Source: an optimization exercise on an open RTL-to-GDS flow (aim: a short achievable clock period and few clock cycles). Production flows keep margins and buffers that such runs may drop. The RTL was checked by simulation tests, not by an equivalence proof against the original design. Power figures rest on the tool's default switching activity, not on a simulated workload.

==> design/flow/design.v <==
module mux2_32 (
    input  [31:0] a, b,
    input         s,
    output [31:0] y
);
assign y = s ? b : a;
endmodule
module alu_e (
    input  [31:0] a_e, b_e, s_e, res_m, link,
    input         fa, fb, fs,
    input  [3:0]  psum, pdif, psel,
    input  [7:0]  aop,
    input         sra,
    input  [3:0]  sa1, sa2,      
    input         sa4,           
    input  [1:0]  f3,            
    output [31:0] res,
    output [31:0] addr,          
    output [31:0] wdata,
    output [3:0]  wmask          
);
wire [31:0] A = fa ? res_m : a_e;
wire [31:0] B = fb ? res_m : b_e;
wire [31:0] S = fs ? res_m : s_e;
wire [31:0] s0 = a_e + b_e;
wire [31:0] s1 = a_e + res_m;
wire [31:0] s2 = res_m + b_e;
wire [31:0] s3 = {res_m[30:0], 1'b0};
wire [32:0] d0 = {1'b0, a_e}   - {1'b0, b_e};
wire [32:0] d1 = {1'b0, a_e}   - {1'b0, res_m};
wire [32:0] d2 = {1'b0, res_m} - {1'b0, b_e};
wire ltu = (psel[0] & d0[32]) | (psel[1] & d1[32]) | (psel[2] & d2[32]);
wire lts = (psel[0] & (d0[32] ^ a_e[31] ^ b_e[31])) |
           (psel[1] & (d1[32] ^ a_e[31] ^ res_m[31])) |
           (psel[2] & (d2[32] ^ res_m[31] ^ b_e[31]));
function [31:0] sh_l (input [31:0] x, input [3:0] s1, input [3:0] s2, input s4);
    reg [31:0] y, z;
    begin
        y = ({32{s1[0]}} & x) | ({32{s1[1]}} & {x[30:0], 1'b0}) |
            ({32{s1[2]}} & {x[29:0], 2'b0}) | ({32{s1[3]}} & {x[28:0], 3'b0});
        z = ({32{s2[0]}} & y) | ({32{s2[1]}} & {y[27:0], 4'b0}) |
            ({32{s2[2]}} & {y[23:0], 8'b0}) | ({32{s2[3]}} & {y[19:0], 12'b0});
        sh_l = s4 ? {z[15:0], 16'b0} : z;
    end
endfunction
function [31:0] sh_r (input [31:0] x, input f, input [3:0] s1, input [3:0] s2, input s4);
    reg [31:0] y, z;
    begin
        y = ({32{s1[0]}} & x) | ({32{s1[1]}} & {f, x[31:1]}) |
            ({32{s1[2]}} & {{2{f}}, x[31:2]}) | ({32{s1[3]}} & {{3{f}}, x[31:3]});
        z = ({32{s2[0]}} & y) | ({32{s2[1]}} & {{4{f}}, y[31:4]}) |
            ({32{s2[2]}} & {{8{f}}, y[31:8]}) | ({32{s2[3]}} & {{12{f}}, y[31:12]});
        sh_r = s4 ? {{16{f}}, z[31:16]} : z;
    end
endfunction
wire [31:0] shl0 = sh_l(a_e, sa1, sa2, sa4);
wire [31:0] shl1 = sh_l(res_m, sa1, sa2, sa4);
wire [31:0] shr0 = sh_r(a_e, sra & a_e[31], sa1, sa2, sa4);
wire [31:0] shr1 = sh_r(res_m, sra & res_m[31], sa1, sa2, sa4);
wire [31:0] shl  = fa ? shl1 : shl0;
wire [31:0] shr  = fa ? shr1 : shr0;
assign res = ({32{psum[0]}} & s0) | ({32{psum[1]}} & s1)
           | ({32{psum[2]}} & s2) | ({32{psum[3]}} & s3)
           | ({32{pdif[0]}} & d0[31:0]) | ({32{pdif[1]}} & d1[31:0])
           | ({32{pdif[2]}} & d2[31:0])
           | ({32{aop[0]}} & (A & B))
           | ({32{aop[1]}} & (A | B))
           | ({32{aop[2]}} & (A ^ B))
           | ({32{aop[3]}} & shl)
           | ({32{aop[4]}} & shr)
           | {31'd0, (aop[5] & lts) | (aop[6] & ltu)}
           | ({32{aop[7]}} & link);
assign addr  = fa ? s2 : s0;
assign wdata = f3[1] ? S : f3[0] ? {2{S[15:0]}} : {4{S[7:0]}};
assign wmask = f3[1] ? 4'b1111 :
               f3[0] ? (addr[1] ? 4'b1100 : 4'b0011) :
                       (4'b0001 << addr[1:0]);
endmodule
module br_check (
    input  [31:0] a_e, b_e, res_m,
    input  [3:0]  sel_eq, sel_ltu, sel_lts,
    input         inv, f3_0,
    input         jalr, pred, fa, sq,
    input  [31:0] ptgt,
    output        redir,
    output        jmis,
    output        taken
);
wire [32:0] d0 = {1'b0, a_e}   - {1'b0, b_e};
wire [32:0] d1 = {1'b0, a_e}   - {1'b0, res_m};
wire [32:0] d2 = {1'b0, res_m} - {1'b0, b_e};
wire lts0 = d0[32] ^ a_e[31]   ^ b_e[31];
wire lts1 = d1[32] ^ a_e[31]   ^ res_m[31];
wire lts2 = d2[32] ^ res_m[31] ^ b_e[31];
wire cond = (sel_eq[0]  & (a_e == b_e)) | (sel_eq[1] & (a_e == res_m)) |
            (sel_eq[2]  & (res_m == b_e)) | sel_eq[3] |
            (sel_ltu[0] & d0[32]) | (sel_ltu[1] & d1[32]) | (sel_ltu[2] & d2[32]) |
            (sel_lts[0] & lts0)   | (sel_lts[1] & lts1)   | (sel_lts[2] & lts2);
wire [31:0] a  = fa ? res_m : a_e;
wire [31:0] t  = {ptgt[31:1], a[0] ^ b_e[0]};
wire [31:0] x  = a ^ b_e ^ t;
wire [31:0] c  = {((a[30:0] & b_e[30:0]) | ((a[30:0] | b_e[30:0]) & ~t[30:0])), 1'b0};
wire jt_ok = (x == c);
assign redir = ~sq & (cond ^ inv);
assign jmis  = ~sq & jalr & ~(pred & jt_ok);
assign taken = cond ^ f3_0;
endmodule
module dec_redirect (
    input  [31:0] ir, pc, pc4,
    input  [9:0]  ptgt,
    input  [19:0] pu_p1, pu_m1,
    input  [11:0] pv_p1, pv_m1,
    input         fhit, ftaken,
    input  [1:0]  fctr,
    input         valid, luse,
    output        taken,
    output [31:0] btgt,         
    output        redir,
    output [31:0] tgt
);
wire [6:0] op = ir[6:0];
wire is_jal  = op == 7'b1101111;
wire is_jalr = op == 7'b1100111;
wire is_br   = op == 7'b1100011;
wire s = ir[31];
function sum_is (input [12:0] a, input [12:0] b, input [12:0] t);
    sum_is = ((a ^ b ^ t) == {((a[11:0] & b[11:0]) | ((a[11:0] | b[11:0]) & ~t[11:0])), 1'b0});
endfunction
assign taken = is_jal | (is_br & (fhit ? fctr[1] : s)) | (is_jalr & ftaken);
wire [12:0] lb = {1'b0, pc[11:0]} + {1'b0, ir[7], ir[30:25], ir[11:8], 1'b0};
wire [19:0] ub = (lb[12] == s) ? pc[31:12] : (lb[12] ? pu_p1 : pu_m1);
wire [31:0] tgt_b = {ub, lb[11:0]};
wire [12:0] lj = {1'b0, pc[11:0]} + {1'b0, ir[20], ir[30:21], 1'b0};
wire [8:0]  mj0 = {1'b0, pc[19:12]} + {1'b0, ir[19:12]};
wire [8:0]  mj1 = {1'b0, pc[19:12]} + {1'b0, ir[19:12]} + 9'd1;
wire [8:0]  mj  = lj[12] ? mj1 : mj0;
wire [11:0] uj = (mj[8] == s) ? pc[31:20] : (mj[8] ? pv_p1 : pv_m1);
wire [31:0] tgt_j = {uj, mj[7:0], lj[11:0]};
assign btgt = ({32{is_jal}} & tgt_j) | ({32{~is_jal}} & tgt_b);
wire [12:0] pa = {1'b0, pc[11:0]};
wire [12:0] ob = {1'b0, ir[7], ir[30:25], ir[11:8], 1'b0};
wire [12:0] oj = {1'b0, ir[20], ir[30:21], 1'b0};
wire ok_b = sum_is(pa, ob, {s, ptgt, 2'b00});
wire ok_j = (sum_is(pa, oj, {1'b1, ptgt, 2'b00}) & s & (ir[19:12] == 8'hff)) |
            (sum_is(pa, oj, {1'b0, ptgt, 2'b00}) & ~s & (ir[19:12] == 8'h00));
wire tgt_ok = (is_jal & ok_j) | (~is_jal & ok_b);
assign redir = valid & (luse | (taken != ftaken) | (taken & ~is_jalr & ~tgt_ok));
assign tgt   = ({32{luse}} & pc) | ({32{~luse & taken}} & btgt) | ({32{~luse & ~taken}} & pc4);
endmodule
module riscv_top (
    input clk, rst,
    output [31:0] imem_addr,
    input  [31:0] imem_rdata,
    output [31:0] dmem_addr,
    output [31:0] dmem_wdata,
    output [3:0]  dmem_wmask,
    input  [31:0] dmem_rdata
);
localparam BI = 5;               
localparam BN = 1 << BI;
localparam TW = 5;               
wire        luse;                
wire        d_redir;
wire [31:0] d_tgt;
reg  [31:0] pc_f;
assign imem_addr = pc_f;
reg  [BN-1:0] btb_v;
reg  [TW-1:0] btb_tag [0:BN-1];
reg  [9:0]    btb_tgt [0:BN-1];
reg  [1:0]    btb_ctr [0:BN-1];
reg  [BN-1:0] foh;
reg  [TW-1:0] r_tag;
reg  [9:0]    r_tgt;
reg  [1:0]    r_ctr;
reg           r_v;
integer bi;
always @(*) begin
    r_tag = {TW{1'b0}}; r_tgt = 10'd0; r_ctr = 2'd0; r_v = 1'b0;
    for (bi = 0; bi < BN; bi = bi + 1) begin
        r_tag = r_tag | ({TW{foh[bi]}} & btb_tag[bi]);
        r_tgt = r_tgt | ({10{foh[bi]}} & btb_tgt[bi]);
        r_ctr = r_ctr | ({2{foh[bi]}} & btb_ctr[bi]);
        r_v   = r_v   | (foh[bi] & btb_v[bi]);
    end
end
wire          f_hit   = r_v & (r_tag == pc_f[BI+TW+1:BI+2]);
wire [1:0]    f_ctr   = r_ctr;
wire [31:0]   f_ptgt  = {pc_f[31:12], r_tgt, 2'b00};
wire          f_taken = f_hit & f_ctr[1];
wire [31:0]   pc_f4   = pc_f + 32'd4;
reg         mq, mq_q;            
reg         mq_jalr;             
reg  [31:0] alt_m;               
reg  [31:0] addr_m;
reg  first;                      
reg  rst_q;                      
always @(posedge clk or posedge rst)
    if (rst) first <= 1'b1;
    else     first <= 1'b0;
always @(posedge clk)
    rst_q <= rst;
wire clr = rst | (first & ~rst_q);
wire [31:0] npc_m = clr ? 32'd0 : mq ? (mq_jalr ? {addr_m[31:1], 1'b0} : alt_m) : pc_f4;
wire [31:0] npc_f, npc;
mux2_32 u_npc_f (.a(npc_m), .b(f_ptgt), .s(f_taken & ~mq & ~clr), .y(npc_f));
mux2_32 u_npc_d (.a(npc_f), .b(d_tgt), .s(d_redir), .y(npc));
always @(posedge clk)
    pc_f <= npc;
function [BN-1:0] onehot (input [BI-1:0] x);
    onehot = {{(BN-1){1'b0}}, 1'b1} << x;
endfunction
wire [BN-1:0] foh_m = clr ? {{(BN-1){1'b0}}, 1'b1} :
                      mq ? onehot(mq_jalr ? addr_m[BI+1:2] : alt_m[BI+1:2])
                         : {foh[BN-2:0], foh[BN-1]};
wire [BN-1:0] foh_f = (f_taken & ~mq & ~clr) ? onehot(r_tgt[BI-1:0]) : foh_m;
wire [BN-1:0] foh_n = d_redir ? onehot(d_tgt[BI+1:2]) : foh_f;
always @(posedge clk)
    foh <= foh_n;
reg  dq_q;
wire bmis, jmis;
always @(posedge clk or posedge rst)
    if (rst) begin dq_q <= 1'b0; mq <= 1'b0; mq_q <= 1'b0; end
    else     begin dq_q <= d_redir; mq <= bmis | jmis; mq_q <= mq; end
wire sq_e = mq;
reg         v_d;
reg  [31:0] ir_d, pc_d, pc4_d, ptgt_d;
reg  [19:0] pu_p1_d, pu_m1_d;
reg  [11:0] pv_p1_d, pv_m1_d;
reg         fhit_d, ftaken_d;
reg  [1:0]  fctr_d;
always @(posedge clk or posedge rst)
    if (rst) v_d <= 1'b0;
    else     v_d <= ~clr;
always @(posedge clk) begin
    ir_d     <= imem_rdata;
    pc_d     <= pc_f;
    pc4_d    <= pc_f4;
    pu_p1_d  <= pc_f[31:12] + 20'd1;
    pu_m1_d  <= pc_f[31:12] - 20'd1;
    pv_p1_d  <= pc_f[31:20] + 12'd1;
    pv_m1_d  <= pc_f[31:20] - 12'd1;
    ptgt_d   <= f_ptgt;
    fhit_d   <= f_hit;
    ftaken_d <= f_taken;
    fctr_d   <= f_ctr;
end
wire       vd   = v_d & ~dq_q & ~mq & ~mq_q;
wire [6:0] op   = ir_d[6:0];
wire [4:0] rd   = ir_d[11:7];
wire [4:0] rs1  = ir_d[19:15];
wire [4:0] rs2  = ir_d[24:20];
wire [2:0] f3   = ir_d[14:12];
wire       f7b5 = ir_d[30];
wire is_lui   = op == 7'b0110111;
wire is_auipc = op == 7'b0010111;
wire is_jal   = op == 7'b1101111;
wire is_jalr  = op == 7'b1100111;
wire is_br    = op == 7'b1100011;
wire is_ld    = op == 7'b0000011;
wire is_st    = op == 7'b0100011;
wire is_opi   = op == 7'b0010011;
wire is_op    = op == 7'b0110011;
wire wr_d    = (is_lui | is_auipc | is_jal | is_jalr | is_ld | is_opi | is_op) & (rd != 5'd0);
wire use1_d  = is_jalr | is_br | is_ld | is_st | is_opi | is_op;
wire use2_d  = is_br | is_st | is_op;
wire alusrc  = ~(is_br | is_op);    
wire [31:0] imm_i = {{20{ir_d[31]}}, ir_d[31:20]};
wire [31:0] imm_s = {{20{ir_d[31]}}, ir_d[31:25], ir_d[11:7]};
wire [31:0] imm_u = {ir_d[31:12], 12'b0};
wire [31:0] imm_d = is_st ? imm_s : (is_lui | is_auipc) ? imm_u : imm_i;
reg         we_e, ld_e;
reg  [4:0]  rd_e;
wire        we_ev = we_e & ~sq_e;
wire        ld_ev = ld_e & ~sq_e;
reg         we_m, ld_m;
reg  [4:0]  rd_m;
reg  [31:0] res_m;
reg         we_w;
reg  [4:0]  rd_w;
reg  [31:0] res_w;
wire [31:0] ldv;                 
reg  [31:0] rf [1:31];
always @(posedge clk)
    if (we_w) rf[rd_w] <= res_w;
wire [31:0] res_mv = ld_m ? ldv : res_m;
wire m1 = we_m & (rd_m == rs1);
wire w1 = we_w & (rd_w == rs1);
wire m2 = we_m & (rd_m == rs2);
wire w2 = we_w & (rd_w == rs2);
wire [31:0] rf1 = (rs1 == 5'd0) ? 32'd0 : m1 ? res_mv : w1 ? res_w : rf[rs1];
wire [31:0] rf2 = (rs2 == 5'd0) ? 32'd0 : m2 ? res_mv : w2 ? res_w : rf[rs2];
wire sh_d = is_op & (f3 == 3'b001 | f3 == 3'b101);
assign luse = vd & ((ld_ev & ((use1_d & rs1 == rd_e) | (use2_d & rs2 == rd_e))) |
                    (sh_d & we_ev & rs2 == rd_e));
wire fa = use1_d & we_ev & (rd_e == rs1);
wire fs = use2_d & we_ev & (rd_e == rs2);
wire fb = fs & ~alusrc;
wire        d_taken;
wire [31:0] d_btgt;
dec_redirect u_dred (.ir(ir_d), .pc(pc_d), .pc4(pc4_d), .ptgt(ptgt_d[11:2]),
                     .pu_p1(pu_p1_d), .pu_m1(pu_m1_d), .pv_p1(pv_p1_d), .pv_m1(pv_m1_d), .fhit(fhit_d),
                     .ftaken(ftaken_d), .fctr(fctr_d), .valid(vd), .luse(luse),
                     .taken(d_taken), .btgt(d_btgt), .redir(d_redir), .tgt(d_tgt));
wire is_add = ((is_op | is_opi) & f3 == 3'b000 & ~(is_op & f7b5)) | is_ld | is_st | is_lui | is_auipc;
wire is_sub = is_op & f3 == 3'b000 & f7b5;
wire [7:0] aop_d;
assign aop_d[0] = (is_op | is_opi) & f3 == 3'b111;          
assign aop_d[1] = (is_op | is_opi) & f3 == 3'b110;          
assign aop_d[2] = (is_op | is_opi) & f3 == 3'b100;          
assign aop_d[3] = (is_op | is_opi) & f3 == 3'b001;          
assign aop_d[4] = (is_op | is_opi) & f3 == 3'b101;          
assign aop_d[5] = (is_op | is_opi) & f3 == 3'b010;          
assign aop_d[6] = (is_op | is_opi) & f3 == 3'b011;          
assign aop_d[7] = is_jal | is_jalr;                         
wire [31:0] a_d = is_auipc ? pc_d : is_lui ? 32'd0 : rf1;
wire [31:0] b_d = alusrc ? imm_d : rf2;
wire [3:0] psel_d = {fa & fb, fa & ~fb, ~fa & fb, ~fa & ~fb};
wire       br_d   = vd & ~luse & is_br;
reg  [31:0] a_e, b_e, s_e, btgt_e, alt_e, link_e, pc_e, ptgt_e;
reg         fa_e, fb_e, fs_e;
reg  [3:0]  psel, psum, pdif;
reg  [3:0]  bs_eq, bs_ltu, bs_lts;
reg         br_inv;
reg  [7:0]  aop_e;
reg         sra_e;
reg  [3:0]  sa1_e, sa2_e;
reg  [2:0]  f3_e;
reg         br_e, jal_e, jalr_e, st_e, pred_e, fhit_e;
reg  [1:0]  fctr_e;
always @(posedge clk or posedge rst)
    if (rst) begin
        we_e <= 1'b0; ld_e <= 1'b0; st_e <= 1'b0;
        br_e <= 1'b0; jal_e <= 1'b0; jalr_e <= 1'b0;
    end else if (~vd | luse) begin
        we_e <= 1'b0; ld_e <= 1'b0; st_e <= 1'b0;
        br_e <= 1'b0; jal_e <= 1'b0; jalr_e <= 1'b0;
    end else begin
        we_e <= wr_d; ld_e <= is_ld; st_e <= is_st;
        br_e <= is_br; jal_e <= is_jal; jalr_e <= is_jalr;
    end
always @(posedge clk or posedge rst)
    if (rst) begin
        bs_eq <= 4'd0; bs_ltu <= 4'd0; bs_lts <= 4'd0; br_inv <= 1'b0;
    end else begin
        bs_eq  <= psel_d & {4{br_d & ~f3[2]}};
        bs_ltu <= psel_d & {4{br_d & f3[2] & f3[1]}};
        bs_lts <= psel_d & {4{br_d & f3[2] & ~f3[1]}};
        br_inv <= br_d & (f3[0] ^ d_taken);
    end
always @(posedge clk) begin
    a_e    <= a_d;
    b_e    <= b_d;
    s_e    <= rf2;
    btgt_e <= d_btgt;
    alt_e  <= d_taken ? pc4_d : d_btgt;
    link_e <= pc4_d;
    pc_e   <= pc_d;
    ptgt_e <= ptgt_d;
    fa_e   <= fa;
    fb_e   <= fb;
    fs_e   <= fs;
    psel   <= psel_d;
    psum   <= psel_d & {4{is_add}};
    pdif   <= psel_d & {4{is_sub}};
    aop_e  <= aop_d;
    sra_e  <= f7b5;
    sa1_e  <= 4'b0001 << b_d[1:0];
    sa2_e  <= 4'b0001 << b_d[3:2];
    f3_e   <= f3;
    rd_e   <= rd;
    pred_e <= d_taken;
    fhit_e <= fhit_d;
    fctr_e <= fctr_d;
end
wire br_ev   = br_e & ~sq_e;
wire jal_ev  = jal_e & ~sq_e;
wire jalr_ev = jalr_e & ~sq_e;
wire st_ev   = st_e & ~sq_e;
wire [31:0] res_e, sum, wdata_e;
wire [3:0]  wmask_e;
alu_e u_alu (.a_e(a_e), .b_e(b_e), .s_e(s_e), .res_m(res_m), .link(link_e),
             .fa(fa_e), .fb(fb_e), .fs(fs_e), .psum(psum), .pdif(pdif), .psel(psel),
             .aop(aop_e), .sra(sra_e), .sa1(sa1_e), .sa2(sa2_e), .sa4(b_e[4]), .f3(f3_e[1:0]),
             .res(res_e), .addr(sum), .wdata(wdata_e), .wmask(wmask_e));
wire taken;
br_check u_brc (.a_e(a_e), .b_e(b_e), .res_m(res_m), .sel_eq(bs_eq), .sel_ltu(bs_ltu),
                .sel_lts(bs_lts), .inv(br_inv), .f3_0(f3_e[0]), .jalr(jalr_e), .pred(pred_e),
                .fa(fa_e), .sq(sq_e), .ptgt(ptgt_e), .redir(bmis), .jmis(jmis),
                .taken(taken));
always @(posedge clk) begin
    alt_m   <= alt_e;
    mq_jalr <= jalr_e;
end
reg           u_br, u_jump, u_jalr, u_taken, u_hit;
reg  [1:0]    u_fctr;
reg  [BI-1:0] u_idx;
reg  [TW-1:0] u_tag;
reg  [9:0]    u_btgt, u_jtgt;
always @(posedge clk or posedge rst)
    if (rst) begin u_br <= 1'b0; u_jump <= 1'b0; end
    else     begin u_br <= br_ev; u_jump <= jal_ev | jalr_ev; end
always @(posedge clk) begin
    u_jalr  <= jalr_e;
    u_taken <= taken;
    u_hit   <= fhit_e;
    u_fctr  <= fctr_e;
    u_idx   <= pc_e[BI+1:2];
    u_tag   <= pc_e[BI+TW+1:BI+2];
    u_btgt  <= btgt_e[11:2];
    u_jtgt  <= sum[11:2];
end
wire u_alloc = u_jump | (u_br & u_taken);
wire u_dec   = u_br & ~u_taken & u_hit;
wire [1:0] u_ctr = u_jump ? 2'b11 :
                   u_taken ? (u_hit ? (u_fctr == 2'b11 ? 2'b11 : u_fctr + 2'b01) : 2'b10) :
                             (u_fctr == 2'b00 ? 2'b00 : u_fctr - 2'b01);
always @(posedge clk or posedge rst)
    if (rst) btb_v <= {BN{1'b0}};
    else if (u_alloc) btb_v[u_idx] <= 1'b1;
always @(posedge clk) begin
    if (u_alloc) begin
        btb_tag[u_idx] <= u_tag;
        btb_tgt[u_idx] <= u_jalr ? u_jtgt : u_btgt;
    end
    if (u_alloc | u_dec) btb_ctr[u_idx] <= u_ctr;
end
reg  [31:0] wdata_m;
reg  [3:0]  wmask_m;
reg  [2:0]  f3_m;
always @(posedge clk or posedge rst)
    if (rst) begin
        wmask_m <= 4'b0; we_m <= 1'b0; ld_m <= 1'b0;
    end else begin
        wmask_m <= st_ev ? wmask_e : 4'b0;
        we_m    <= we_ev;
        ld_m    <= ld_ev;
    end
always @(posedge clk) begin
    addr_m  <= sum;
    wdata_m <= wdata_e;
    res_m   <= res_e;
    rd_m    <= rd_e;
    f3_m    <= f3_e;
end
assign dmem_addr  = addr_m;
assign dmem_wdata = wdata_m;
assign dmem_wmask = wmask_m;
wire [1:0]  off   = addr_m[1:0];
wire [7:0]  lbyte = off[1] ? (off[0] ? dmem_rdata[31:24] : dmem_rdata[23:16])
                           : (off[0] ? dmem_rdata[15:8]  : dmem_rdata[7:0]);
wire [15:0] lhalf = off[1] ? dmem_rdata[31:16] : dmem_rdata[15:0];
assign ldv = f3_m[1] ? dmem_rdata :
             f3_m[0] ? {{16{lhalf[15] & ~f3_m[2]}}, lhalf} :
                       {{24{lbyte[7] & ~f3_m[2]}}, lbyte};
always @(posedge clk or posedge rst)
    if (rst) we_w <= 1'b0;
    else     we_w <= we_m;
always @(posedge clk) begin
    res_w <= res_mv;
    rd_w  <= rd_m;
end
endmodule
==> design/flow/flow/run.sh <==
#!/bin/bash
set -uo pipefail
bash standard.sh SETUP_SLACK_MARGIN=7 finish > standard_flow.log 2>&1
==> design/flow/standard.sh <==
#!/bin/bash
# synth_recipe.tcl (not shown) runs the flow's synth.tcl, then flattens the netlist and writes it again
# the make line also repeats each setting of config.mk as NAME=value (left out here)
make -C /OpenROAD-flow-scripts/flow DESIGN_CONFIG=/design/flow/config.mk WORK_HOME=/design/flow/orfs CLKGATE_MAP_FILE= SYNTH_SCRIPT=/design/flow/synth_recipe.tcl "${@:-finish}"
==> design/flow/config.mk <==
export PLATFORM = sky130hd
export DESIGN_NAME = riscv_top
export DESIGN_NICKNAME = riscv_top
export VERILOG_FILES = /design/flow/design.v
export SDC_FILE = /design/flow/constraint.sdc
export NUM_CORES = 4
export LEC_CHECK = 0
export CAP_MARGIN = 20
export CORE_MARGIN = 2
export CORE_UTILIZATION = 45
export PLACE_DENSITY = 0.55
export SLEW_MARGIN = 20
export SYNTH_HIERARCHICAL = 1
export SYNTH_MINIMUM_KEEP_SIZE = 0
==> design/flow/constraint.sdc <==
create_clock -name core_clock -period 10.0 [get_ports {clk}]
set_input_delay 2.0000 -clock core_clock [delete_from_list [all_inputs] [get_ports {clk}]]
set_output_delay 2.0000 -clock core_clock [all_outputs]
set_load 0.01 [all_outputs]
==> results_dict.tcl, run 1 <==
set metrics [dict create \
    antenna_found_initial 55 \
    worst_clock_skew_ns 0.0946 \
    cts_htree_levels 4 \
    tritoncts_num_sinks 2284 \
    hpwl_after_dpl_mm 352 \
    power_density_nw_per_um2 187 \
    row_count 189 \
    grt_pass1_vias 93200 \
    route.final.wire_length_mm 570 \
    worst_pin_slew_ns 1.38 \
    critical_path_start_end_classification "flop to flop" \
    maxCapViolCount 0 \
    postSynthCellCount 9805 \
    tritoncts "done" \
    fin_setup_tns_ns 0 \
    syn_to_final_growth_pct 27.3 \
    critical_path.startpoint_type "flop" \
    global_route_usage_sum 0.407 \
    place.gp.congestion 1.02 \
    die_area_um2 269000 \
    worstPathRequired_ns 10.80 \
    portBuffers 165 \
    reg2regPathDepth 15 \
    endpoint_kind "flop" \
    core_area_um2 264000 \
    mappedNetlistArea_um2 119000 \
    rsz0062_at_grt "yes" \
    final_antenna_net_count 0 \
    ir_drop_mv 0.244 \
    finalInstanceArea_um2 152000 \
    clk_path_buf_depth 4 \
    grt_pass1_wl_mm 765 \
    starting_density_of_the_core 0.451 \
    boundary_pins 166 \
    yosys_warnings 9 \
    final_min_period_over_clock_period 0.380 \
    end_point_of_the_most_critical_hold_path "alt_m[10]" \
    drive_above_1_share 0.337 \
    clk_latency_ns 0.98 \
    viasPerCell 6.78 \
    hold_class "flop to flop" \
    hold_path.startpoint "alt_e[10]" \
    worstPathArrival_ns 4.60 \
    clk_pin_slew_ns 0.06 \
    route.vias.total 98200 \
    hold_violations_final 0 \
    timing.fmax_mhz 263 \
    syn_area_per_cell_um2 12.2 \
    die_x_um 519 \
    max-slew-margin-rel 0.0800 \
    reg2reg_to "res_m[16]" \
    min_period_ns 3.80 \
    drc 0 \
    rrSetupSlack_ns 6.20 \
    total_leakage_power_nw 55.3 \
    die_height_um 519 \
    setup_viol 0 \
    routedWlPerCell_um 39.4 \
    place_area_um2 126000 \
    worstReg2RegStart "a_e[0]" \
    fill_cells 21700 \
    outcome "finished clean" \
    whs_path_depth 0 \
    drtPass1Iterations 9 \
    cts_made_buffers 241 \
    overflow 0 \
    clk_root_buffer_cell "sky130_fd_sc_hd__clkbuf_16" \
    cts_hold_repair.buffers 0 \
    net_count_reported_at_finish 11200 \
    timing.critical_path.fanout_max 4 \
    drtIter0Drc 14300 \
    finalMaxSlewViolations 0 \
    grt_start_max_net_pins 79 \
]
state kept, by name (all words and copies together) (netlist names), 64 cells and up:
signal / count
btb_tgt: 320
btb_ctr: 64
rf: 992
btb_tag: 160
final cells by class:
type                            instances  area [um^2]  share of cell area
Sequential cell                      2284        62000               0.408
Antenna cell                           35         87.6            0.000577
Inverter                              417         1680              0.0111
Clock buffer                          337         6770              0.0446
Multi-Input combinational cell       6392        60700               0.400
Timing Repair Buffer                 1358        15000              0.0987
Tap cell                             3533         4420              0.0291
Clock inverter                        113         1220             0.00806
Timing Repair inverter                  1         7.51           0.0000494
timing repair:
action                                  in CTS  in global routing
endpoints found under the setup margin     460                420
cloned                                      51                 21
setup buffers                              594                225
resized for setup                         2040                515
pin swaps                                  287                264
cell usage in the layout, fill, tap and decap left out, types with 51 or more instances in the layout:
cell type and instances:
sky130_fd_sc_hd__edfxtp_1 1536, sky130_fd_sc_hd__buf_4 792, sky130_fd_sc_hd__nand2_1 768, sky130_fd_sc_hd__mux4_2 505
sky130_fd_sc_hd__dfxtp_1 470, sky130_fd_sc_hd__nor2_1 453, sky130_fd_sc_hd__a21oi_1 413, sky130_fd_sc_hd__inv_1 350
sky130_fd_sc_hd__a22oi_1 350, sky130_fd_sc_hd__ha_1 283, sky130_fd_sc_hd__mux2i_1 273, sky130_fd_sc_hd__clkbuf_16 265
sky130_fd_sc_hd__nand4_1 227, sky130_fd_sc_hd__buf_6 221, sky130_fd_sc_hd__o21ai_0 213, sky130_fd_sc_hd__xnor2_1 162
sky130_fd_sc_hd__buf_12 139, sky130_fd_sc_hd__mux2_2 132, sky130_fd_sc_hd__dfxtp_4 128, sky130_fd_sc_hd__xor2_1 121
sky130_fd_sc_hd__a21o_1 119, sky130_fd_sc_hd__nand3_1 103, sky130_fd_sc_hd__ha_4 90, sky130_fd_sc_hd__mux2_4 88
sky130_fd_sc_hd__dfxtp_2 87, sky130_fd_sc_hd__a21oi_2 82, sky130_fd_sc_hd__nor2_4 78, sky130_fd_sc_hd__a222oi_1 78
sky130_fd_sc_hd__a221o_1 76, sky130_fd_sc_hd__nor3_1 74, sky130_fd_sc_hd__a211oi_1 72, sky130_fd_sc_hd__clkbuf_1 65
sky130_fd_sc_hd__o21a_1 64, sky130_fd_sc_hd__o21ai_1 60, sky130_fd_sc_hd__dfrtp_1 57, sky130_fd_sc_hd__nor2b_1 54
sky130_fd_sc_hd__buf_16 53, sky130_fd_sc_hd__clkdlybuf4s50_1 53, sky130_fd_sc_hd__o211ai_1 51
layer usage:
metal / global-route usage / vias to the layer above / wire length [um]
met3: 0.0916 / 1647 / 61000
met1: 0.525 / 50200 / 211000
met2: 0.612 / 6632 / 250000
met4: 0.277 / 12 / 47900
met5: 0.000711 / - / 72
li1: - / 39700 / -
worst max-delay path by stage:
stage / startpoint / end / slack, ns / cells after the start
global placement: rst / pc_f[31] / 3.99 / 10
detailed placement: rst / pc_f[29] / 3.95 / 10
global route: a_e[0] / res_m[16] / 6.17 / 15
CTS: a_e[0] / res_m[16] / 6.24 / 15
finish: a_e[0] / res_m[16] / 6.20 / 15
floorplan: rst / pc_f[0] / 5.83 / 12
through the flow:
stage	setup slack, ns	total power (W)	instances	util	hold WS (ns)
floorplan	5.83	0.0145	9808	-	0.310
global placement	3.99	0.0170	13100	0.475	0.310
detailed placement	3.95	0.0171	13100	0.476	0.312
CTS	6.24	0.0277	14200	0.555	0.304
global route	6.17	0.0291	14500	0.574	0.311
finish	6.20	0.0284	14500	0.575	0.307
critical path: stages (launching register included):
cell and delay (ns):
sky130_fd_sc_hd__dfxtp_4 0.43, sky130_fd_sc_hd__ha_4 0.16, sky130_fd_sc_hd__inv_2 0.04, sky130_fd_sc_hd__fa_2 0.42, sky130_fd_sc_hd__o21ba_4 0.22, sky130_fd_sc_hd__a2111o_1 0.43
sky130_fd_sc_hd__a31oi_4 0.21, sky130_fd_sc_hd__buf_12 0.15, sky130_fd_sc_hd__a211oi_4 0.06, sky130_fd_sc_hd__o21bai_1 0.19, sky130_fd_sc_hd__a21oi_2 0.09, sky130_fd_sc_hd__a221o_1 0.35
sky130_fd_sc_hd__a221oi_2 0.32, sky130_fd_sc_hd__buf_4 0.24, sky130_fd_sc_hd__o21ai_2 0.06, sky130_fd_sc_hd__a221o_1 0.27
report_power, final:
group	internal, W	switching [W]
sequential	0.0106	0.000572
clock	0.00522	0.00401
combinational	0.00313	0.00483
Testbench counts, summed over its fixed seeds: cycles 69,050.
==> run 2, diff against run 1 <==
--- a/design/flow/design.v
+++ b/design/flow/design.v
@@ -192,30 +192,23 @@
 reg         mq_jalr;             
 reg  [31:0] alt_m;               
 reg  [31:0] addr_m;
-reg  first;                      
-reg  rst_q;                      
-always @(posedge clk or posedge rst)
-    if (rst) first <= 1'b1;
-    else     first <= 1'b0;
-always @(posedge clk)
-    rst_q <= rst;
-wire clr = rst | (first & ~rst_q);
-wire [31:0] npc_m = clr ? 32'd0 : mq ? (mq_jalr ? {addr_m[31:1], 1'b0} : alt_m) : pc_f4;
+wire [31:0] npc_m = mq ? (mq_jalr ? {addr_m[31:1], 1'b0} : alt_m) : pc_f4;
 wire [31:0] npc_f, npc;
-mux2_32 u_npc_f (.a(npc_m), .b(f_ptgt), .s(f_taken & ~mq & ~clr), .y(npc_f));
+mux2_32 u_npc_f (.a(npc_m), .b(f_ptgt), .s(f_taken & ~mq), .y(npc_f));
 mux2_32 u_npc_d (.a(npc_f), .b(d_tgt), .s(d_redir), .y(npc));
-always @(posedge clk)
-    pc_f <= npc;
+always @(posedge clk or posedge rst)
+    if (rst) pc_f <= 32'd0;
+    else     pc_f <= npc;
 function [BN-1:0] onehot (input [BI-1:0] x);
     onehot = {{(BN-1){1'b0}}, 1'b1} << x;
 endfunction
-wire [BN-1:0] foh_m = clr ? {{(BN-1){1'b0}}, 1'b1} :
-                      mq ? onehot(mq_jalr ? addr_m[BI+1:2] : alt_m[BI+1:2])
+wire [BN-1:0] foh_m = mq ? onehot(mq_jalr ? addr_m[BI+1:2] : alt_m[BI+1:2])
                          : {foh[BN-2:0], foh[BN-1]};
-wire [BN-1:0] foh_f = (f_taken & ~mq & ~clr) ? onehot(r_tgt[BI-1:0]) : foh_m;
+wire [BN-1:0] foh_f = (f_taken & ~mq) ? onehot(r_tgt[BI-1:0]) : foh_m;
 wire [BN-1:0] foh_n = d_redir ? onehot(d_tgt[BI+1:2]) : foh_f;
-always @(posedge clk)
-    foh <= foh_n;
+always @(posedge clk or posedge rst)
+    if (rst) foh <= {{(BN-1){1'b0}}, 1'b1};
+    else     foh <= foh_n;
 reg  dq_q;
 wire bmis, jmis;
 always @(posedge clk or posedge rst)
@@ -230,7 +223,7 @@
 reg  [1:0]  fctr_d;
 always @(posedge clk or posedge rst)
     if (rst) v_d <= 1'b0;
-    else     v_d <= ~clr;
+    else     v_d <= 1'b1;
 always @(posedge clk) begin
     ir_d     <= imem_rdata;
     pc_d     <= pc_f;
--- a/design/flow/config.mk
+++ b/design/flow/config.mk
@@ -8,6 +8,8 @@
 export CAP_MARGIN = 20
 export CORE_MARGIN = 2
 export CORE_UTILIZATION = 45
+export CTS_CLUSTER_DIAMETER = 100
+export CTS_CLUSTER_SIZE = 30
 export PLACE_DENSITY = 0.55
 export SLEW_MARGIN = 20
 export SYNTH_HIERARCHICAL = 1
==> run 2 against run 1 <==
- still clean on timing, DRC and antenna
- critical path depth shrank 1
- core utilization is 2.5 points lower
- synthesized cell count increased by 0.69%
- count of clock-buffer cells in the layout decreased by 203
- final cell count is 2.3% lower
- via count down 1.2%
- critical endpoint is now res_m[0]
- largest cell class unchanged
==> results_dict.tcl, run 2 <==
set metrics [dict create \
    setup_viol 0 \
    reg2reg_to "res_m[0]" \
    finalMaxSlewViolations 0 \
    slowest_delay_ns 0.66 \
    largest_regs "rf: 992 flops, btb_tgt: 320 flops, btb_tag: 160 flops" \
    hold_class "flop to flop" \
    critical_path.startpoint_type "flop" \
    ir_drop_mv 0.155 \
    cts_htree_levels 3 \
    mappedNetlistArea_um2 120000 \
    tritoncts "done" \
    rsz0062_at_grt "yes" \
    clk_latency_ns 0.86 \
    grt_start_max_net_pins 92 \
    drtPass1Iterations 10 \
    global_route_usage_sum 0.399 \
    portBuffers 165 \
    timing.critical_path.fanout_max 4 \
    hold_path.startpoint "alt_e[13]" \
    tritoncts_num_sinks 2282 \
    whs_path_depth 0 \
    crit_chain "inv_4 > ha_4 > inv_2 > fa_2 > a21o_1 > a221oi_4 > o31a_1 > o41ai_4 > nand3_1 > a311o_2 > nand2_2 > xnor2_1 > a22o_1 > a211o_1" \
    final_antenna_net_count 0 \
    end_point_of_the_most_critical_hold_path "alt_m[13]" \
    clk_path_buf_depth 3 \
    outcome "finished clean" \
    route.final.wire_length_mm 562 \
    largest_register "rf" \
    timing.fmax_mhz 271 \
    worst_clock_skew_ns 0.0651 \
    layout.core_utilization 0.550 \
    drtIter0Drc 14500 \
    row_count 189 \
    power_frac_seq 0.412 \
    drive_above_1_share 0.312 \
    multiInputGateArea_um2 60200 \
    most-common-layout-cells "1,536 x sky130_fd_sc_hd__edfxtp_1, 794 x sky130_fd_sc_hd__nand2_1, 721 x sky130_fd_sc_hd__buf_4, 505 x sky130_fd_sc_hd__mux4_2, 450 x sky130_fd_sc_hd__nor2_1" \
    max_reg_flops 992 \
    core_area_um2 265000 \
    die_x_um 521 \
    grt.met2_usage 0.608 \
    hpwl_after_dpl_mm 350 \
    power.switching_w 0.0125 \
    worst_pin_slew_ns 1.19 \
    antenna_found_initial 44 \
    postSynthCellCount 9873 \
    net_count_reported_at_finish 11000 \
    critical_path_start_end_classification "flop to flop" \
    worst_path_max_delay_cell "sky130_fd_sc_hd__o41ai_4" \
    hold_violations_final 0 \
    final_common_cell "sky130_fd_sc_hd__edfxtp_1" \
    place.gp.congestion 1.02 \
    maxCapViolCount 0 \
    met3_usage 0.0967 \
    drc 0 \
    grt_most_used_layer "met2" \
    grt_pass1_vias 91900 \
    max-slew-margin-rel 0.181 \
    cts_made_buffers 102 \
    yosys_warnings 9 \
    worstReg2RegStart "a_e[0]" \
    die_height_um 521 \
    clk_pin_slew_ns 0.12 \
    routedWlPerCell_um 39.7 \
    syn_area_per_cell_um2 12.2 \
    reg2regPathDepth 14 \
    total_leakage_power_nw 52.2 \
    power.share.combinational 0.412 \
    boundary_pins 166 \
    grt_pass1_wl_mm 752 \
    fin_setup_tns_ns 0 \
    die_area_um2 271000 \
    syn_to_final_growth_pct 21.4 \
    global_route.usage.met1 0.514 \
    route.vias.total 97000 \
    viasPerCell 6.86 \
    final_min_period_over_clock_period 0.369 \
    min_period_ns 3.69 \
    swShare 0.400 \
    endpoint_kind "flop" \
    worstPathRequired_ns 10.73 \
    rrSetupSlack_ns 6.31 \
    cellInternalPower_w 0.0187 \
    area.sequential_um2 62200 \
    overflow 0 \
    pwr-share-clk 0.175 \
    fill_cells 22000 \
    power_density_nw_per_um2 214 \
    starting_density_of_the_core 0.453 \
    worstPathArrival_ns 4.42 \
    clk_root_buffer_cell "sky130_fd_sc_hd__clkbuf_16" \
]
-- run 2: critical path: cells and delay by family (launching register included) --
kind / cells / cell delay [ns]
buffers and inverters: 2 / 0.11
DFF: 1 / 0.43
and+or+nand+nor: 2 / 0.24
AOI/OAI and AO/OA: 7 / 2.30
xor gates and xnor gates: 1 / 0.09
adders and majority gates: 2 / 0.37
-- run 2: worst max path at each step --
| stage | start | end | slack [ns] | cells past startpoint |
|---|---|---|---|---|
| floorplan | rst | br_e | 6.45 | 1 |
| global placement | dmem_rdata[31] | a_e[8] | 4.73 | 7 |
| detailed placement | dmem_rdata[31] | a_e[8] | 4.69 | 7 |
| CTS | a_e[0] | res_m[0] | 6.31 | 14 |
| global route | a_e[0] | res_m[0] | 6.24 | 14 |
| finish | a_e[0] | res_m[0] | 6.31 | 14 |
-- run 2: metrics by stage --
| step | setup slack [ns] | area [um^2] | total power (W) | hold slack [ns] | cells |
|---|---|---|---|---|---|
| CTS | 6.31 | 142000 | 0.0300 | 0.308 | 13900 |
| global route | 6.24 | 146000 | 0.0320 | 0.312 | 14100 |
| finish | 6.31 | 146000 | 0.0312 | 0.305 | 14100 |
| global placement | 4.73 | 127000 | 0.0225 | 0.310 | 13100 |
| detailed placement | 4.69 | 127000 | 0.0225 | 0.312 | 13100 |
| floorplan | 6.45 | 121000 | 0.0182 | 0.310 | 9875 |
-- run 2: final cells by class --
class                           instances  share of cell area
Multi-Input combinational cell       6456               0.413
Timing Repair Buffer                 1235              0.0940
Tap cell                             3533              0.0303
Sequential cell                      2282               0.427
Antenna cell                           24            0.000412
Timing Repair inverter                  3            0.000163
Clock inverter                         50             0.00489
Clock buffer                          134              0.0188
Inverter                              423              0.0120
-- run 2: layer usage --
metal  share of wire  routed length, um  vias to the layer above
li1                -                  -                    39200
met2            0.44             248000                     6617
met5         0.00031                175                        -
met1            0.37             208000                    49700
met3            0.11              63400                     1489
met4           0.076              42600                       18
-- run 2: power groups by stage --
| stage | Combinational, W | Clock, W | Sequential, W |
|---|---|---|---|
| 2_1_floorplan | 0.00585 | 0 | 0.0124 |
| 3_3_place_gp | 0.00916 | 0 | 0.0133 |
| 3_5_place_dp | 0.00921 | 0 | 0.0133 |
| 4_1_cts | 0.0117 | 0.00549 | 0.0128 |
| 5_1_grt | 0.0133 | 0.00577 | 0.0129 |
| 6_report | 0.0129 | 0.00547 | 0.0129 |
-- run 2: timing repair --
action                                  in CTS  in global routing
gates cloned                                48                 15
pin swaps                                  225                220
endpoints found under the hold margin        0                  0
endpoints found under the setup margin     418                429
resized for setup                         1944                393
hold buffers                                 0                  0
setup buffers                              498                223
Testbench counts of run 2, summed over its fixed seeds: cycles 69,050.
==> run 3, diff against run 2 <==
--- a/design/flow/design.v
+++ b/design/flow/design.v
@@ -8,7 +8,8 @@
 module alu_e (
     input  [31:0] a_e, b_e, s_e, res_m, link,
     input         fa, fb, fs,
-    input  [3:0]  psum, pdif, psel,
+    input  [3:0]  psum, pdif,
+    input         ltu, lts,      
     input  [7:0]  aop,
     input         sra,
     input  [3:0]  sa1, sa2,      
@@ -29,10 +30,6 @@
 wire [32:0] d0 = {1'b0, a_e}   - {1'b0, b_e};
 wire [32:0] d1 = {1'b0, a_e}   - {1'b0, res_m};
 wire [32:0] d2 = {1'b0, res_m} - {1'b0, b_e};
-wire ltu = (psel[0] & d0[32]) | (psel[1] & d1[32]) | (psel[2] & d2[32]);
-wire lts = (psel[0] & (d0[32] ^ a_e[31] ^ b_e[31])) |
-           (psel[1] & (d1[32] ^ a_e[31] ^ res_m[31])) |
-           (psel[2] & (d2[32] ^ res_m[31] ^ b_e[31]));
 function [31:0] sh_l (input [31:0] x, input [3:0] s1, input [3:0] s2, input s4);
     reg [31:0] y, z;
     begin
@@ -76,6 +73,19 @@
                f3[0] ? (addr[1] ? 4'b1100 : 4'b0011) :
                        (4'b0001 << addr[1:0]);
 endmodule
+module set_lt (
+    input  [31:0] a_e, b_e, res_m,
+    input  [3:0]  psel,
+    output        ltu, lts
+);
+wire [32:0] d0 = {1'b0, a_e}   - {1'b0, b_e};
+wire [32:0] d1 = {1'b0, a_e}   - {1'b0, res_m};
+wire [32:0] d2 = {1'b0, res_m} - {1'b0, b_e};
+assign ltu = (psel[0] & d0[32]) | (psel[1] & d1[32]) | (psel[2] & d2[32]);
+assign lts = (psel[0] & (d0[32] ^ a_e[31] ^ b_e[31])) |
+             (psel[1] & (d1[32] ^ a_e[31] ^ res_m[31])) |
+             (psel[2] & (d2[32] ^ res_m[31] ^ b_e[31]));
+endmodule
 module br_check (
     input  [31:0] a_e, b_e, res_m,
     input  [3:0]  sel_eq, sel_ltu, sel_lts,
@@ -192,23 +202,30 @@
 reg         mq_jalr;             
 reg  [31:0] alt_m;               
 reg  [31:0] addr_m;
-wire [31:0] npc_m = mq ? (mq_jalr ? {addr_m[31:1], 1'b0} : alt_m) : pc_f4;
+reg  first;                      
+reg  rst_q;                      
+always @(posedge clk or posedge rst)
+    if (rst) first <= 1'b1;
+    else     first <= 1'b0;
+always @(posedge clk)
+    rst_q <= rst;
+wire clr = rst | (first & ~rst_q);
+wire [31:0] npc_m = clr ? 32'd0 : mq ? (mq_jalr ? {addr_m[31:1], 1'b0} : alt_m) : pc_f4;
 wire [31:0] npc_f, npc;
-mux2_32 u_npc_f (.a(npc_m), .b(f_ptgt), .s(f_taken & ~mq), .y(npc_f));
+mux2_32 u_npc_f (.a(npc_m), .b(f_ptgt), .s(f_taken & ~mq & ~clr), .y(npc_f));
 mux2_32 u_npc_d (.a(npc_f), .b(d_tgt), .s(d_redir), .y(npc));
-always @(posedge clk or posedge rst)
-    if (rst) pc_f <= 32'd0;
-    else     pc_f <= npc;
+always @(posedge clk)
+    pc_f <= npc;
 function [BN-1:0] onehot (input [BI-1:0] x);
     onehot = {{(BN-1){1'b0}}, 1'b1} << x;
 endfunction
-wire [BN-1:0] foh_m = mq ? onehot(mq_jalr ? addr_m[BI+1:2] : alt_m[BI+1:2])
+wire [BN-1:0] foh_m = clr ? {{(BN-1){1'b0}}, 1'b1} :
+                      mq ? onehot(mq_jalr ? addr_m[BI+1:2] : alt_m[BI+1:2])
                          : {foh[BN-2:0], foh[BN-1]};
-wire [BN-1:0] foh_f = (f_taken & ~mq) ? onehot(r_tgt[BI-1:0]) : foh_m;
+wire [BN-1:0] foh_f = (f_taken & ~mq & ~clr) ? onehot(r_tgt[BI-1:0]) : foh_m;
 wire [BN-1:0] foh_n = d_redir ? onehot(d_tgt[BI+1:2]) : foh_f;
-always @(posedge clk or posedge rst)
-    if (rst) foh <= {{(BN-1){1'b0}}, 1'b1};
-    else     foh <= foh_n;
+always @(posedge clk)
+    foh <= foh_n;
 reg  dq_q;
 wire bmis, jmis;
 always @(posedge clk or posedge rst)
@@ -223,7 +240,7 @@
 reg  [1:0]  fctr_d;
 always @(posedge clk or posedge rst)
     if (rst) v_d <= 1'b0;
-    else     v_d <= 1'b1;
+    else     v_d <= ~clr;
 always @(posedge clk) begin
     ir_d     <= imem_rdata;
     pc_d     <= pc_f;
@@ -370,9 +387,11 @@
 wire jalr_ev = jalr_e & ~sq_e;
 wire st_ev   = st_e & ~sq_e;
 wire [31:0] res_e, sum, wdata_e;
+wire        slt_u, slt_s;
+set_lt u_slt (.a_e(a_e), .b_e(b_e), .res_m(res_m), .psel(psel), .ltu(slt_u), .lts(slt_s));
 wire [3:0]  wmask_e;
 alu_e u_alu (.a_e(a_e), .b_e(b_e), .s_e(s_e), .res_m(res_m), .link(link_e),
-             .fa(fa_e), .fb(fb_e), .fs(fs_e), .psum(psum), .pdif(pdif), .psel(psel),
+             .fa(fa_e), .fb(fb_e), .fs(fs_e), .psum(psum), .pdif(pdif), .ltu(slt_u), .lts(slt_s),
              .aop(aop_e), .sra(sra_e), .sa1(sa1_e), .sa2(sa2_e), .sa4(b_e[4]), .f3(f3_e[1:0]),
              .res(res_e), .addr(sum), .wdata(wdata_e), .wmask(wmask_e));
 wire taken;
--- a/design/flow/config.mk
+++ b/design/flow/config.mk
@@ -8,8 +8,6 @@
 export CAP_MARGIN = 20
 export CORE_MARGIN = 2
 export CORE_UTILIZATION = 45
-export CTS_CLUSTER_DIAMETER = 100
-export CTS_CLUSTER_SIZE = 30
 export PLACE_DENSITY = 0.55
 export SLEW_MARGIN = 20
 export SYNTH_HIERARCHICAL = 1
==> run 3 against run 2 <==
- still clean on timing, DRC and antenna
- synthesized cell count increased by 3.5%
- core utilization increased by 2.1 points
- first-iteration DRC count increased by 1.1%
- via count increased by 4.4%
- register-to-register slack got worse by 0.05 ns
- clock skew increased by 0.0055 ns
- count of clock-buffer cells in the layout increased by 201
- cell area increased by 5.8%
- setup slack got worse by 0.054 ns
- synthesized area increased by 1.8%
- critical path type unchanged
==> results_dict.tcl, run 3 <==
set metrics [dict create \
    power_frac_seq 0.381 \
    net_count_reported_at_finish 11700 \
    rrSetupSlack_ns 6.26 \
    row_count 191 \
    timing.critical_path.fanout_max 8 \
    reg2regPathDepth 9 \
    endpoint_kind "flop" \
    drtPass1Iterations 9 \
    whs_path_depth 0 \
    critical_path.startpoint_type "flop" \
    worst_clock_skew_ns 0.0706 \
    hold_path.startpoint "pc_e[5]" \
    outcome "finished clean" \
    place.gp.congestion 1.03 \
    boundary_pins 166 \
    tritoncts "done" \
    final_min_period_over_clock_period 0.374 \
    fin_setup_tns_ns 0 \
    drtIter0Drc 14700 \
    hpwl_after_dpl_mm 346 \
    routedWlPerCell_um 38.9 \
    viasPerCell 6.78 \
    cellInternalPower_w 0.0194 \
    antenna_found_initial 36 \
    cts_htree_levels 5 \
    hold_violations_final 0 \
    total_leakage_power_nw 56.6 \
    clk_path_buf_depth 4 \
    rsz0062_at_grt "yes" \
    die_x_um 525 \
    die_height_um 525 \
    cts_hold_repair.buffers 0 \
    cts_made_buffers 262 \
    max-slew-margin-rel 0.138 \
    syn_area_per_cell_um2 12.0 \
    ir_drop_mv 0.142 \
    yosys_warnings 9 \
    portBuffers 165 \
    end_point_of_the_most_critical_hold_path "u_idx[3]" \
    drc 0 \
    most-common-layout-cells "1,536 x sky130_fd_sc_hd__edfxtp_1, 809 x sky130_fd_sc_hd__nand2_1, 779 x sky130_fd_sc_hd__buf_4, 537 x sky130_fd_sc_hd__nor2_1, 510 x sky130_fd_sc_hd__mux4_2" \
    clk_latency_ns 0.92 \
    largest_regs "rf: 992 flops, btb_tgt: 320 flops, btb_tag: 160 flops" \
    clk_root_buffer_cell "sky130_fd_sc_hd__clkbuf_16" \
    power_density_nw_per_um2 190 \
    power.switching_w 0.00996 \
    grt_pass1_wl_mm 780 \
    tritoncts_num_sinks 2284 \
    timing.fmax_mhz 267 \
    worstPathRequired_ns 10.73 \
    grt_start_max_net_pins 72 \
    swShare 0.339 \
    power.share.combinational 0.291 \
    cp_top_family "simple AND/OR/NAND/NOR gates" \
    largest_register "rf" \
    setup_viol 0 \
    core_area_um2 271000 \
    max_reg_flops 992 \
    clk_pin_slew_ns 0.06 \
    hold_class "flop to flop" \
    worstReg2RegStart "b_e[24]" \
    final_common_cell "sky130_fd_sc_hd__edfxtp_1" \
    pwr-share-clk 0.328 \
    overflow 0 \
    die_area_um2 276000 \
    syn_to_final_growth_pct 26.2 \
    grt_pass1_vias 96100 \
    mappedNetlistArea_um2 122000 \
    maxCapViolCount 0 \
    drive_above_1_share 0.316 \
    fin_hold_ws_ns 0.301 \
    finalMaxSlewViolations 0 \
    final_antenna_net_count 0 \
    min_period_ns 3.74 \
    worst_path_max_delay_cell "sky130_fd_sc_hd__nor4_1" \
    global_route_usage_sum 0.404 \
    cp.buffers_inverters 2 \
    finalInstanceArea_um2 154000 \
    slowest_delay_ns 0.76 \
    starting_density_of_the_core 0.452 \
    reg2reg_to "addr_m[31]" \
    postSynthCellCount 10200 \
    critical_path_start_end_classification "flop to flop" \
    worst_pin_slew_ns 1.29 \
    route.vias.total 101000 \
    route.final.wire_length_mm 581 \
    place_area_um2 129000 \
    crit_chain "buf_4 > inv_1 > ha_1 > nor4_1 > a2111oi_4 > o41ai_4 > or4_1 > o311ai_1 > nor4bb_4" \
    worstPathArrival_ns 4.48 \
]
==> run 3: how the worst max path moves through the flow <==
stage	from	to	slack, ns	cells past startpoint
final	b_e[24]	addr_m[31]	6.26	9
after global routing	b_e[24]	addr_m[31]	6.25	9
after CTS	res_m[19]	res_m[0]	6.24	16
after detailed placement	rst	pc_f[10]	3.44	9
after global placement	rst	pc_f[8]	3.46	9
after floorplan	rst	pc_f[10]	5.58	9
==> run 3: per-stage QoR <==
step	power (W)	utilization	cells	worst slack (ns)
floorplan	0.0147	-	10200	5.58
global placement	0.0173	0.476	13500	3.46
detailed placement	0.0174	0.476	13500	3.44
CTS	0.0286	0.555	14700	6.24
global route	0.0300	0.570	14900	6.25
finish	0.0294	0.570	14900	6.26
==> run 3: repair_timing <==
action | CTS | global route
endpoints found under the hold margin | 0 | 0
pin swaps | 278 | 249
gates cloned | 55 | 23
setup endpoints to repair | 519 | 509
resized for setup | 1952 | 464
setup buffers | 627 | 180
==> run 3: layout make-up <==
| class | count | area [um^2] |
|---|---|---|
| Timing Repair inverter | 1 | 8.76 |
| Timing Repair Buffer | 1328 | 14800 |
| Antenna cell | 35 | 87.6 |
| Tap cell | 3570 | 4470 |
| Clock inverter | 138 | 1330 |
| Inverter | 493 | 1960 |
| Sequential cell | 2284 | 62100 |
| Multi-Input combinational cell | 6736 | 62500 |
| Clock buffer | 335 | 7060 |
| Fill cell | 22200 | 116000 |
==> run 3: power by group through the flow <==
stage          clock network (W)  registers [W]  logic (W)
5_1_grt                   0.0100         0.0112    0.00880
6_report                 0.00963         0.0112    0.00855
4_1_cts                  0.00967         0.0112    0.00777
3_5_place_dp                   0         0.0115    0.00587
2_1_floorplan                  0         0.0112    0.00352
3_3_place_gp                   0         0.0115    0.00583
==> run 3: worst register-to-register path, delay by kind of cell, from the launching register on <==
kind | cells | cell delay, ns
AO/OA/AOI/OAI | 3 | 0.71
buffers and inverters | 2 | 0.49
adder cells (fa/ha/maj) | 1 | 0.44
AND/OR/NAND/NOR | 3 | 1.59
flip-flops | 1 | 0.31
==> run 3: per-layer routing <==
layer	vias to the layer above	GRT usage	part of all wire
met2	6955	0.611	0.44
li1	41100	-	-
met4	12	0.299	0.090
met5	-	0	0.00012
met3	1868	0.0979	0.11
met1	51300	0.503	0.36
Testbench counts of run 3, summed over its fixed seeds: cycles 69,050.
==> run 4, diff against run 3 <==
--- a/design/flow/config.mk
+++ b/design/flow/config.mk
@@ -7,8 +7,8 @@
 export LEC_CHECK = 0
 export CAP_MARGIN = 20
 export CORE_MARGIN = 2
-export CORE_UTILIZATION = 45
-export PLACE_DENSITY = 0.55
+export CORE_UTILIZATION = 35
+export PLACE_DENSITY = 0.45
 export SLEW_MARGIN = 20
 export SYNTH_HIERARCHICAL = 1
 export SYNTH_MINIMUM_KEEP_SIZE = 0
==> run 4 against run 3 <==
- die area up 28%
- sequential power about the same
- first-iteration DRC count down 8.7%
- final cell count grew 8.1%
- combinational power grew 4.7%
- register-to-register slack gained 0.12 ns
- critical path type unchanged
- global-route usage fell by 7.5 points
- clock power is 6% higher
- flip-flop and latch count unchanged
- critical path depth rose by 5
==> results_dict.tcl, run 4 <==
set metrics [dict create \
    postSynthCellCount 10200 \
    hold_path.startpoint "alt_e[3]" \
    hold_class "flop to flop" \
    row_count 217 \
    critical_path_start_end_classification "flop to flop" \
    drtIter0Drc 13400 \
    met3_wirelength_mm 54.9 \
    die_area_um2 354000 \
    portBuffers 165 \
    critical_path.startpoint_type "flop" \
    clk_pin_slew_ns 0.06 \
    max_reg_flops 992 \
    end_point_of_the_most_critical_hold_path "alt_m[3]" \
    layout.core_utilization 0.458 \
    final_min_period_over_clock_period 0.362 \
    core_area_um2 349000 \
    numPlacedInstances 14600 \
    cts_htree_levels 5 \
    endpoint_kind "flop" \
    global_route_usage_sum 0.329 \
    finalMaxSlewViolations 0 \
    timing.fmax_mhz 276 \
    place.gp.congestion 0.941 \
    tritoncts "done" \
    cts_hold_repair.buffers 0 \
    cp-startpoint "res_m[25]" \
    syn_area_per_cell_um2 12.0 \
    outcome "finished clean" \
    routed.top_layer "met5" \
    drive_above_1_share 0.341 \
    net_count_reported_at_finish 11900 \
    setup_viol 0 \
    clk_root_buffer_cell "sky130_fd_sc_hd__clkbuf_16" \
    cts_made_buffers 275 \
    drtPass1Iterations 8 \
    final_cells 16100 \
    viasPerCell 6.25 \
    clk_path_buf_depth 4 \
    worstPathRequired_ns 10.76 \
    hold_violations_final 0 \
    hpwl_after_dpl_mm 366 \
    routedWlPerCell_um 37.8 \
    min_period_ns 3.62 \
    rrSetupSlack_ns 6.38 \
    wl_met1_mm 241 \
    fin_setup_tns_ns 0 \
    route.final.wire_length_mm 609 \
    die_height_um 595 \
    grt_pass1_wl_mm 813 \
    rsz0062_at_grt "yes" \
    grt_start_max_net_pins 73 \
    die_x_um 595 \
    fill_cells 31500 \
    wl_met2_mm 271 \
    largest_regs "rf: 992 flops, btb_tgt: 320 flops, btb_tag: 160 flops" \
    mappedNetlistArea_um2 122000 \
    starting_density_of_the_core 0.351 \
    whs_path_depth 0 \
    timing.critical_path.fanout_max 14 \
    grt_pass1_vias 97300 \
    final_antenna_net_count 0 \
    largest_register "rf" \
    most-common-layout-cells "1,536 x sky130_fd_sc_hd__edfxtp_1, 844 x sky130_fd_sc_hd__buf_4, 805 x sky130_fd_sc_hd__nand2_1, 519 x sky130_fd_sc_hd__nor2_1, 510 x sky130_fd_sc_hd__mux4_2" \
    ir_drop_mv 0.129 \
    antenna_found_initial 41 \
    worstReg2RegStart "res_m[25]" \
    final_common_cell "sky130_fd_sc_hd__edfxtp_1" \
    worstPathArrival_ns 4.38 \
    power_density_nw_per_um2 190 \
    worst_pin_slew_ns 1.25 \
    yosys_warnings 9 \
    overflow 0 \
    maxCapViolCount 0 \
    drc 0 \
    tritoncts_num_sinks 2284 \
    reg2reg_to "res_m[25]" \
    reg2regPathDepth 14 \
    worst_clock_skew_ns 0.0560 \
    syn_to_final_growth_pct 30.6 \
    total_leakage_power_nw 58.2 \
    boundary_pins 166 \
    route.vias.total 101000 \
    max-slew-margin-rel 0.159 \
    clk_latency_ns 0.92 \
]
run 4: cell types whose count changed in the layout (fill, tap and decap cells not counted), sizes merged, moves of 3 or more:
| cell | change |
|---|---|
| diode | -9 |
| bufbuf | -6 |
| nand3 | +3 |
| clkinvlp | +12 |
| clkinv | -7 |
| clkbuf | +20 |
| inv | -8 |
| buf | +171 |
| bufinv | +8 |
run 4: per-stage QoR:
| step | instance area [um^2] | hold slack, ns | setup WS [ns] | power, W |
|---|---|---|---|---|
| after floorplan | 123000 | 0.310 | 5.58 | 0.0147 |
| after global placement | 130000 | 0.310 | 2.50 | 0.0174 |
| after detailed placement | 130000 | 0.312 | 2.48 | 0.0174 |
| after CTS | 154000 | 0.306 | 6.43 | 0.0296 |
| after global routing | 160000 | 0.311 | 6.36 | 0.0311 |
| final | 160000 | 0.309 | 6.38 | 0.0303 |
run 4: routing by layer:
| metal | track usage | up-vias |
|---|---|---|
| met5 | 0 | - |
| met3 | 0.0636 | 1421 |
| met1 | 0.432 | 52100 |
| met2 | 0.507 | 5798 |
| li1 | - | 41500 |
| met4 | 0.188 | 6 |
run 4: final cells by class:
cell class	instances	area, um^2	area share
multi-input cells	6738	63700	0.399
well taps	4599	5750	0.0360
diodes	26	65.1	0.000407
clock inverters	142	1420	0.00891
repair buffers	1498	17100	0.107
inverters	493	1990	0.0124
clock buffers	351	7530	0.0471
flip-flops and latches	2284	62100	0.389
repair inverters	2	13.8	0.0000862
run 4: worst max path at each step:
stage	end	cells past startpoint
after floorplan	pc_f[10]	9
after global routing	mq	14
after detailed placement	pc_f[31]	9
after CTS	imem_addr[13]	2
after global placement	pc_f[31]	9
final	res_m[25]	14
run 4: timing repair:
action                                 4_1_cts  5_1_grt
cloned                                      49       29
endpoints found under the hold margin        0        0
setup buffers                              681      291
resized for setup                         2221      514
pin swaps                                  349      281
setup endpoints to repair                  483      421
run 4: power by group:
group,internal [W],leakage (nW),switching [W]
clock,0.00592,4.37,0.00427
sequential,0.0107,20.8,0.000547
combinational,0.00361,33.0,0.00533
total,0.0202,58.2,0.0102
run 4: worst max-delay path, stage by stage (launching register included):
cell                       delay, ns
sky130_fd_sc_hd__dfxtp_2        0.33
sky130_fd_sc_hd__buf_12         0.18
sky130_fd_sc_hd__buf_4          0.17
sky130_fd_sc_hd__nand2_1        0.05
sky130_fd_sc_hd__o21a_1         0.14
sky130_fd_sc_hd__ha_2           0.17
sky130_fd_sc_hd__inv_2          0.05
sky130_fd_sc_hd__a222oi_1       0.93
sky130_fd_sc_hd__o211ai_1       0.17
sky130_fd_sc_hd__a21oi_1        0.18
sky130_fd_sc_hd__o211ai_1       0.12
sky130_fd_sc_hd__a31oi_2        0.29
sky130_fd_sc_hd__o221ai_2       0.16
sky130_fd_sc_hd__a211oi_2       0.33
sky130_fd_sc_hd__o221ai_1       0.18

[separate check: timing with driven ports]
The flow's constraints put no driver on any port. The routed layouts listed below were extracted and timed again, unchanged, in two steps. Step 1 (the two cells are an assumption about what drives the block):
set clk [get_ports {clk}]
set_driving_cell -lib_cell sky130_fd_sc_hd__clkbuf_16 $clk
set_driving_cell -lib_cell sky130_fd_sc_hd__buf_2 [delete_from_list [all_inputs] $clk]
Step 2 times the ports against the registers' clock, not the clock port: input delays grow and output delays shrink by t, the midpoint of the rising clock arrivals with the driver on. Slacks: ideal / step 1 / step 2; pairs: ideal / step 1.
run | t (ns) | setup slack, ns | worst data-port slew with drivers (ns) | pins driven straight from the clock port
run 1 | 1.046 | 6.200 / 6.200 / 5.806 | 0.16 | 1
run 2 | 0.928 | 6.311 / 6.311 / 5.991 | 0.21 | 1
run 3 | 0.993 | 6.257 / 6.257 / 5.819 | 0.15 | 1
run 4 | 1.002 | 6.381 / 6.381 / 5.762 | 0.22 | 1
After both steps every run listed still meets setup and hold. For run 4, which loses most, drivers alone change the setup slack by 0.000 ns; drivers and shift together by -0.619 ns.
